From an optimization exercise on the open Yosys and OpenROAD flow, aimed at small area and a short achievable clock period; shortcuts taken in it are not production practice.
In this exercise RTL edits were held to simulation tests only and were not proved equivalent to the original.
Power figures rest on the tool's default switching activity, not on a simulated workload.

==> design/flow/design.v <==
module adc_mul                   
(
    input  logic         clk_i,                                                
    input  logic         rst_i,                                                
    input  logic [11:0]  x_i,                                                  
    input  logic [11:0]  y_i,                                                  
    input  logic [11:0]  z_i,                                                  
    output logic [11:0]  fp_o                                                  
); 
    logic [31:0]    x_fp;                                                        
    logic [31:0]    y_fp;                                                        
    logic [31:0]    z_fp;                                                        
    logic [31:0]    mul_o_fp;                                                    
    logic [31:0]    div_o_fp;                                                    
    logic [31:0]    x_ffp;                                                       
    fixed_to_float converter1 (	
								.clk_i	    (clk_i) ,
								.rst_i	    (rst_i) ,
                                .fixed_in   (x_i)  ,
                                .float_out  (x_fp)  
                               );    
    fixed_to_float converter2 (
	 							.clk_i	    (clk_i) ,
								.rst_i	    (rst_i) ,
                                .fixed_in   (y_i)   ,
                                .float_out  (y_fp)  
                              );
    fixed_to_float converter3 (
	 							.clk_i      (clk_i) ,
								.rst_i		(rst_i) ,
                                .fixed_in   (z_i)   ,
                                .float_out  (z_fp)  
                              );
    qdiv_f div1 (
		.clk_i		    (clk_i)		    ,
		.rst_i			(rst_i)		    ,
        .a_i            (y_fp)          ,
        .b_i            (z_fp)          ,
        .result_o       (div_o_fp)
    );
    always_ff @( posedge clk_i or posedge rst_i ) begin 
        if(rst_i)begin
            x_ffp <= '0;
        end
        else  begin
            x_ffp <= x_fp;
        end
    end    
    qmul_f mul1 (
		.clk_i 	    	(clk_i)			,
		.rst_i   		(rst_i)		    ,
        .a_i            (x_ffp)         ,
        .b_i            (div_o_fp)      ,
        .result_o       (mul_o_fp)
    );
    float_to_fixed converter4 (	
								.clk_i 		    (clk_i)		     ,
								.rst_i			(rst_i)			 ,
                                .float_input    (mul_o_fp)       ,
                                .fixed_out      (fp_o)
                              );
endmodule
module fixed_to_float ( 
                            input  logic        clk_i       ,
                            input  logic        rst_i       ,
                            input  logic [11:0] fixed_in    ,                                    
                            output logic [31:0] float_out                                        
                      );
    logic [7:0]  exponent;                                                                       
    logic [22:0] mantissa;                                                                       
    logic [11:0] temp_fixed;                                                                     
    logic [4:0]  leading_zeros;                                                                  
    always_comb begin
        temp_fixed = 12'b0;         
        leading_zeros = 5'b0;
        exponent = 8'b0;
        mantissa = 23'b0;
        if (fixed_in == 12'b0) begin
            leading_zeros = 5'd12;                                                                 
        end else begin
    if (fixed_in[11:6] != 6'b000000) begin
        if (fixed_in[11:9] != 3'b000)
            leading_zeros = (fixed_in[11]) ? 5'd0 : (fixed_in[10]) ? 5'd1 : 5'd2;
        else
            leading_zeros = (fixed_in[8]) ? 5'd3 : (fixed_in[7]) ? 5'd4 : 5'd5;
    end else begin
        if (fixed_in[5:3] != 3'b000)
            leading_zeros = (fixed_in[5]) ? 5'd6 : (fixed_in[4]) ? 5'd7 : 5'd8;
        else
            leading_zeros = (fixed_in[2]) ? 5'd9 : (fixed_in[1]) ? 5'd10 : 5'd11;
    end
        end
        if (fixed_in != 0) begin
            exponent = 8'd127 + (5'd11 - leading_zeros);
            temp_fixed = fixed_in << leading_zeros;                                            
            mantissa = temp_fixed[10:0] << 23'd12;    
        end
    end
    always_ff @( posedge clk_i or posedge rst_i ) begin 
        if  (rst_i) begin
            float_out <= 32'b0;
        end
        else  begin
            float_out <=  {1'b0, exponent, mantissa};                                                   
        end
    end
endmodule
 module qdiv_f #(
    parameter I = 9,
    parameter F = 23,
    parameter bias = 8'd127
)
(
    input  logic             clk_i,
    input  logic             rst_i,
    input  logic [(I+F-1):0] a_i,                                                
    input  logic [(I+F-1):0] b_i,                                                
    output logic [(I+F-1):0] result_o                                            
);
    logic                 sign_a;
    logic   [(I-2):0]     exp_a;
    logic   [(F-1):0]     mant_a;
    logic   [F:0]         mant_a_extended;
    logic                 sign_b;
    logic   [(I-2):0]     exp_b;
    logic   [(F-1):0]     mant_b;
    logic   [F:0]         mant_b_extended;
    logic                 result_sign;
    logic   [(I-2):0]     exp_diff;
    logic   [(2*F)+1:0]   mant_quotient;                                         
    logic   [(F-1):0]     result_mant;
    logic   [(I-2):0]     result_exp;
    logic   [(I+F-1):0]   result;
    logic   [(I+F-1):0] zero_result, infinity_result, NaN;
    assign zero_result     = {result_sign, 31'b0};                               
    assign infinity_result = {result_sign, 8'b11111111, 23'b0};                  
    assign NaN             = 32'h7FC00000;                                       
    assign sign_a          = a_i[(I+F-1)];
    assign exp_a           = a_i[(I+F-2):F];
    assign mant_a          = a_i[(F-1):0];
    assign mant_a_extended = (exp_a == 0) ? {1'b0, mant_a} : {1'b1, mant_a};
    assign sign_b          = b_i[(I+F-1)];
    assign exp_b           = b_i[(I+F-2):F];
    assign mant_b          = b_i[(F-1):0];
    assign mant_b_extended = (exp_b == 0) ? {1'b0, mant_b} : {1'b1, mant_b};
    assign result_sign = sign_a ^ sign_b;
    always_comb begin
        exp_diff = '0;
        mant_quotient = '0;                                        
        result_mant = '0;
        result_exp = '0;
        if (exp_a == 0 && mant_a == 0 && exp_b == 0 && mant_b == 0) begin
            result = NaN;
        end else if (exp_a == 0 && mant_a == 0) begin
            result = zero_result;
        end else if (exp_b == 0 && mant_b == 0) begin
            result = infinity_result;
        end else if (exp_a == 8'b11111111 || exp_b == 8'b11111111) begin
            if (exp_a == 8'b11111111 && exp_b == 8'b11111111) begin
                result = NaN;                                                    
            end else begin
                result = infinity_result;                                        
            end
        end else begin
            exp_diff = exp_a - exp_b + bias;
            mant_quotient = {mant_a_extended, {(F+1){1'b0}}} / mant_b_extended;    
            if (mant_quotient[F+1]) begin
                result_mant = mant_quotient[F:1];                                
                result_exp = exp_diff;                                           
            end else begin
                result_mant = mant_quotient[F-1:0];                              
                result_exp = exp_diff - 8'd1;                                    
            end
            if (result_exp >= 8'b11111111) begin         
                result = infinity_result;                                        
            end else if (result_exp <= 0) begin     
                result = zero_result;                                            
            end else begin
                result = {result_sign, result_exp, result_mant};                 
            end
        end
    end
    always_ff @( posedge clk_i or posedge rst_i ) begin 
        if (rst_i) begin
            result_o    <=   '0;            
        end
        else begin
            result_o    <=   result;
        end
    end
endmodule
module qmul_f #(
    parameter I     = 9,                                                                                            
    parameter F     = 23,                                                                                           
    parameter bias  = 8'd127                                                                                           
)(
    input  logic             clk_i,                                                                                 
    input  logic             rst_i,
    input  logic [(I+F-1):0] a_i,                                                                                   
    input  logic [(I+F-1):0] b_i,                                                                                   
    output logic [(I+F-1):0] result_o                                                                               
);
    logic sign_a;
    logic [(I-2):0] exp_a;
    logic [(F-1):0] mant_a;
    logic [F:0]     mant_a_extended;
    logic sign_b;
    logic [(I-2):0] exp_b;
    logic [(F-1):0] mant_b;
    logic [F:0]     mant_b_extended;
    logic               result_sign;
    logic [(I-2):0]     exp_sum;                                                                                     
    logic [(F*2)+1:0]   mant_product;                                                                                
    logic [(F-1):0]     result_mant;
    logic [(I-2):0]     result_exp;
    logic [(I+F-1):0]   result;
    logic [(I+F-1):0] zero_result, infinity_result, NaN;
    assign zero_result     = {1'b0, {(I+F-1){1'b0}}};                                                                
    assign infinity_result = {1'b0, 8'b11111111, {F{1'b0}}};                                                        
    assign NaN             = {1'b0, 8'b11111111, 23'b10000000};                                                      
    assign sign_a          = a_i[(I+F-1)];
    assign exp_a           = a_i[(I+F-2):F];
    assign mant_a          = a_i[(F-1):0];
    assign mant_a_extended = (exp_a == 0) ? {1'b0, mant_a} : {1'b1, mant_a};                                         
    assign sign_b          = b_i[(I+F-1)];
    assign exp_b           = b_i[(I+F-2):F];
    assign mant_b          = b_i[(F-1):0];
    assign mant_b_extended = (exp_b == 0) ? {1'b0, mant_b} : {1'b1, mant_b};                                         
    assign result_sign = sign_a ^ sign_b;
    always_comb begin
        exp_sum = '0;
        mant_product = '0;
        result_mant = '0;
        result_exp = '0;
        if ((exp_a == 0 && mant_a == 0) || (exp_b == 0 && mant_b == 0)) begin
            result = zero_result;                                                                                    
        end 
        else if ((exp_a == 8'b11111111 && mant_a == 0) || (exp_b == 8'b11111111 && mant_b == 0)) begin
            result = infinity_result;                                                                                
        end 
        else if ((exp_a == 8'b11111111 && mant_a != 0) || (exp_b == 8'b11111111 && mant_b != 0)) begin
            result = NaN;                                                                                            
        end 
        else begin
            exp_sum = exp_a + exp_b - bias;
            mant_product = mant_a_extended * mant_b_extended;
            if (mant_product[(2*F) + 1]) begin
                result_mant = mant_product[(2*F):(F+1)];                                                               
                result_exp = exp_sum + 8'd1;                                                                            
            end 
            else begin
                result_mant = mant_product[(2*F)-1:F];                                                               
                result_exp = exp_sum;                                                                                
            end
            if (result_exp >= 8'b11111111) begin
                result = infinity_result;                                                                            
            end 
            else if (result_exp <= 0) begin
                result = zero_result;                                                                                
            end 
            else begin
                result = {result_sign, result_exp, result_mant};                                                     
            end
        end
    end
    always_ff @( posedge clk_i or posedge rst_i ) begin
        if (rst_i) 
            result_o    <=   '0;
        else
            result_o    <=   result;
    end 
endmodule
module float_to_fixed
(
    input   logic        clk_i,
    input   logic        rst_i,
    input   logic [31:0] float_input,                                                                         
    output  logic [11:0] fixed_out                                                                            
);
    logic        sign;
    logic [7:0]  exponent;
    logic [23:0] mantissa;
    logic [23:0] temp_fixed;                                                                                  
    logic [7:0]  exponent_bias;                                                                               
    logic [8:0]  actual_exponent;
    logic [11:0] fixed_output;
    always_comb begin
        actual_exponent = 9'b0;
        exponent_bias = 8'd127;
        sign        = float_input[31];                                                                      
        exponent    = float_input[30:23];
        mantissa    = {1'b1, float_input[22:0]};                                                              
        temp_fixed  = 24'b0;
        if (exponent < exponent_bias) begin
            fixed_output = 12'b0;
        end else if (exponent == 8'hFF) begin
            fixed_output = (float_input[22:0] == 23'b0) ? 12'b111111111111 : 12'b000000000000;                        
        end else begin
            actual_exponent = exponent - exponent_bias;
            if (actual_exponent < 0 && sign == 1'b1 ) begin                                                                   
                fixed_output = 12'b0;                                                                        
            end else if (actual_exponent >= 12) begin                                                        
                fixed_output    = 12'b111111111111;                                                             
            end else begin                                                                                   
                temp_fixed = mantissa >> (9'd23 - actual_exponent);                                          
                fixed_output = temp_fixed[11:0];                                                             
            end
        end
    end
    always_ff @( posedge clk_i or posedge rst_i ) begin
        if (rst_i) begin
            fixed_out     <=   12'b0;
        end
        else begin
            fixed_out     <=   fixed_output;
        end        
    end
endmodule
==> design/flow/run.sh <==
#!/bin/bash
# synth_recipe.tcl (not shown) runs the flow's synth.tcl, then flattens the netlist and writes it again
# the make line also repeats each setting of config.mk as NAME=value (left out here)
make -C /OpenROAD-flow-scripts/flow DESIGN_CONFIG=/design/flow/config.mk WORK_HOME=/design/flow/orfs CLKGATE_MAP_FILE= SYNTH_SCRIPT=/design/flow/synth_recipe.tcl finish
==> design/flow/config.mk <==
export PLATFORM = sky130hd
export DESIGN_NAME = adc_mul
export DESIGN_NICKNAME = adc_mul
export VERILOG_FILES = /design/flow/design.v
export SDC_FILE = /design/flow/constraint.sdc
export NUM_CORES = 4
export LEC_CHECK = 0
export CAP_MARGIN = 20
export CORE_MARGIN = 2
export CORE_UTILIZATION = 40
export SLEW_MARGIN = 20
==> design/flow/constraint.sdc <==
create_clock -name core_clock -period 95.0 [get_ports {clk_i}]
set_input_delay 19.0000 -clock core_clock [delete_from_list [all_inputs] [get_ports {clk_i}]]
set_output_delay 19.0000 -clock core_clock [all_outputs]
set_load 0.01 [all_outputs]
==> summary.txt <==
-- kinds of logic after synthesis --
logic type	count (synthesis)	share of synthesized area, %
AOI/OAI and AO/OA	1833	26.1
xor gates and xnor gates	348	6.32
adders and majority gates	765	22.6
buffers and inverters	640	6.01
DFF	146	7.35
muxes	203	4.50
and+or+nand+nor	2530	27.1
-- cell usage in the layout, fill, tap and decap left out, drive strengths merged, types with 91 or more instances in the layout --
master  instances
buf           384
nand4          91
fa            223
a21oi         434
mux2           96
and2          204
nand2b         99
nand2         581
nor3          259
ha            542
o21ai         344
nand3         194
nor4           91
nor2          607
a21o          193
inv           404
dfrtp         146
xnor2         219
xor2          129
mux2i         104
o21a          183
-- repair_timing --
action | CTS | global route
cloned | 0 | 8
resized for setup | 18 | 280
endpoints found under the setup margin | 1 | 3
hold buffers | 0 | 0
buffers inserted | 10 | 177
pin swaps | 5 | 150
-- power by group through the flow --
stage	registers, mW	logic, mW	clock network [mW]
detailed placement	0.151	201	0
global placement	0.151	200	0
floorplan	0.138	213	0
-- through the flow --
stage                     setup slack, ps  hold WS [ps]
after floorplan                      2.34           331
after global placement               -137           332
after detailed placement            -1850           335
after CTS                            27.7           349
after global routing                 -708           354
final                                4870           345
-- metal layers --
layer  up-vias  part of all wire (%)  track usage, %
met5         -                 0.021               0
met4         4                   3.1            7.38
met3       333                   5.2            2.08
met2      1543                    48            42.5
met1     24199                    44            32.9
li1      24093                     -               -
-- layout make-up --
type | instances | area (µm²)
sequential | 146 | 3660
fill | 12508 | 67400
clock buffer | 20 | 457
inverter | 405 | 1530
clock inverter | 10 | 77.6
timing repair buffer | 433 | 3420
tap | 1637 | 2050
multi-input combinational | 5686 | 44900
-- flip-flops by register name, summed over array words and instances (netlist names) --
register              count
x_ffp                    18
converter3.float_out     18
mul1.result_o            31
converter2.float_out     18
converter1.float_out     18
div1.result_o            31
converter4.fixed_out     12
-- worst max-delay path by stage --
stage / cells after the start / to / from / slack (ps)
3_5_place_dp: 495 / div1.result_o[0] / converter3.float_out[21] / -1850
3_3_place_gp: 491 / div1.result_o[0] / converter3.float_out[21] / -140
2_1_floorplan: 556 / div1.result_o[0] / converter3.float_out[12] / 2
==> results.cfg <==
[setup_path]
critPathLaunch = converter3.float_out[29]
crit_buf_inv = 22
r2r_cells = 502
cpPeakStageDelay_ps = 600
crit_arrival_ps = 90480
r2r_start = converter3.float_out[29]
slowest_stage = or4_4
r2r_slack_ps = 4870
rr_endpoint = div1.result_o[0]
crit_required_ps = 95360
cp-endpoint = div1.result_o[0]
endpoint_kind = register
worst-path-stages = 502
worstSetupPathType = register to register
startpoint_type = register
cpLargestDelayFamily = compound AO/OA/AOI/OAI gates
crit_fanout = 17
cp_common_cell = o21a_1

[synthesis]
yosysSeqAreaShare_pct = 7.35
syn_inst = 6465
synth.largest_area_cell = ha_1
ys_types = 186
ys_ff_latch = 146
synthArstFlopShare_pct = 100
syn-cell-area_um2 = 49700
synth_common_cells = 592 x nor2_1, 567 x nand2_1, 542 x ha_1
synth-warning-count = 5
avgSynthCellArea_um2 = 7.69
synth_top_area_share_pct = 13.6
synth.most_common_cell = nor2_1
ys_top_cells_by_area = ha_1 14%, fa_1 9.0%, dfrtp_1 7.3%, nor2_1 4.5%, nand2_1 4.3%
synth_ff_type = dfrtp_1
synth-edff-count = 0
synth_nets = 7268

[floorplanning]
floorplan.initialDensity_pct = 40.3
die_w_um = 357
core-area_um2 = 123000
num_rows = 129
die_area_um2 = 127000
io_pins = 50
chipHeight_um = 357

[clock_network]
h-tree-depth = 4
insertion_delay_ps = 460
cts_tree = yes
cts_inserted_buffers = 17
cts.sinks = 146
ctsRootBufferMaster = clkbuf_16
clk_pin_slew_ps = 90
clk_path_buf_depth = 2

[power_and_ir_drop]
vdd_ir_drop_max_uv = 4810
power.share.clock_pct = 0
p_seq_mw = 0.150
internal-power_mw = 75.4
power_frac_seq_pct = 0.1
comb_power_share_pct = 99.9
p_sw_mw = 130
p_per_area_nw_per_um2 = 3660
finalPower_mw = 205
power_leakage_nw = 24.1
power_combinational_mw = 205
powerClk_mw = 0.0644
top_power_group = combinational cells
switching_share_pct = 63.3

[worst_hold_path]
hp-class = register to register
worstHoldStart = converter1.float_out[18]
min_to = x_ffp[18]
min_path_cells = 0

[placement]
gp_congestion = 0.969
postPlaceCellArea_um2 = 52600
hpwl_um = 127000
port_buffers = 49
dp_cells = 8112

[drt]
remaining_drc_errors = 0
viasPerCell = 6.02
drt.antenna.violating_nets = 0
first_pass_iters = 6
drt-initial-drc-count = 3875
wl_um = 166000
drt-wirelength-per-cell_um = 19.9
via_count = 50172

[grt]
grt_max_degree = 81
antenna_found_initial = 3
grt_pass1_wl_um = 259000
grt_use_total_pct = 24.8
grt_pass1_vias = 47570
grt.overflow.total = 0

[finish]
num_antenna_cells = 0
final_cell_area_um2 = 56100
post-route-util_pct = 45.4
drive_above_1_share_pct = 18.3
final_cells = 8337
synthToLayoutAreaGrowth_pct = 12.8
nets = 7492

[flow_run]
cap_violations = 0

[sta]
min_period_ps = 90130
max_freq_mhz = 11.1
setup_violations = 0
report.final.slew_viol_count = 0
max-slew-margin-rel_pct = 21.7
fin_tns_setup_ps = 0
hold_violations = 0
fin_worst_skew_ps = 26.2
period_share_pct = 94.9
worst_pin_slew_ps = 1170

[run_status]
outcome = no timing/DRC/antenna violations

## static timing again, ports no longer ideal
How much do the figures lean on ideal ports? The routed layout below was timed once more, with nothing changed but the port constraints.
Step 1: set_driving_cell puts a clkbuf_16 on clk_i and a buf_2 on each other input, an assumption about the parent block.
Step 2 times the ports against the registers' clock, not the clock port: input delays grow and output delays shrink by t, the midpoint of the rising clock arrivals with the driver on.
a / b / c = ideal / step 1 / step 2; a / b = the first two.
shift t [ns]: 0.502
setup slack, ns: 4.874 / 4.874 / 4.874
hold slack, ns: 0.345 / 0.345 / 0.345
worst setup path after step 2: register to register
latest minus earliest clock arrival (ns): 0.027 / 0.026
After both steps this run still meets setup and hold. For this run, drivers alone change the setup slack by 0.000 ns; drivers and shift together by 0.000 ns.
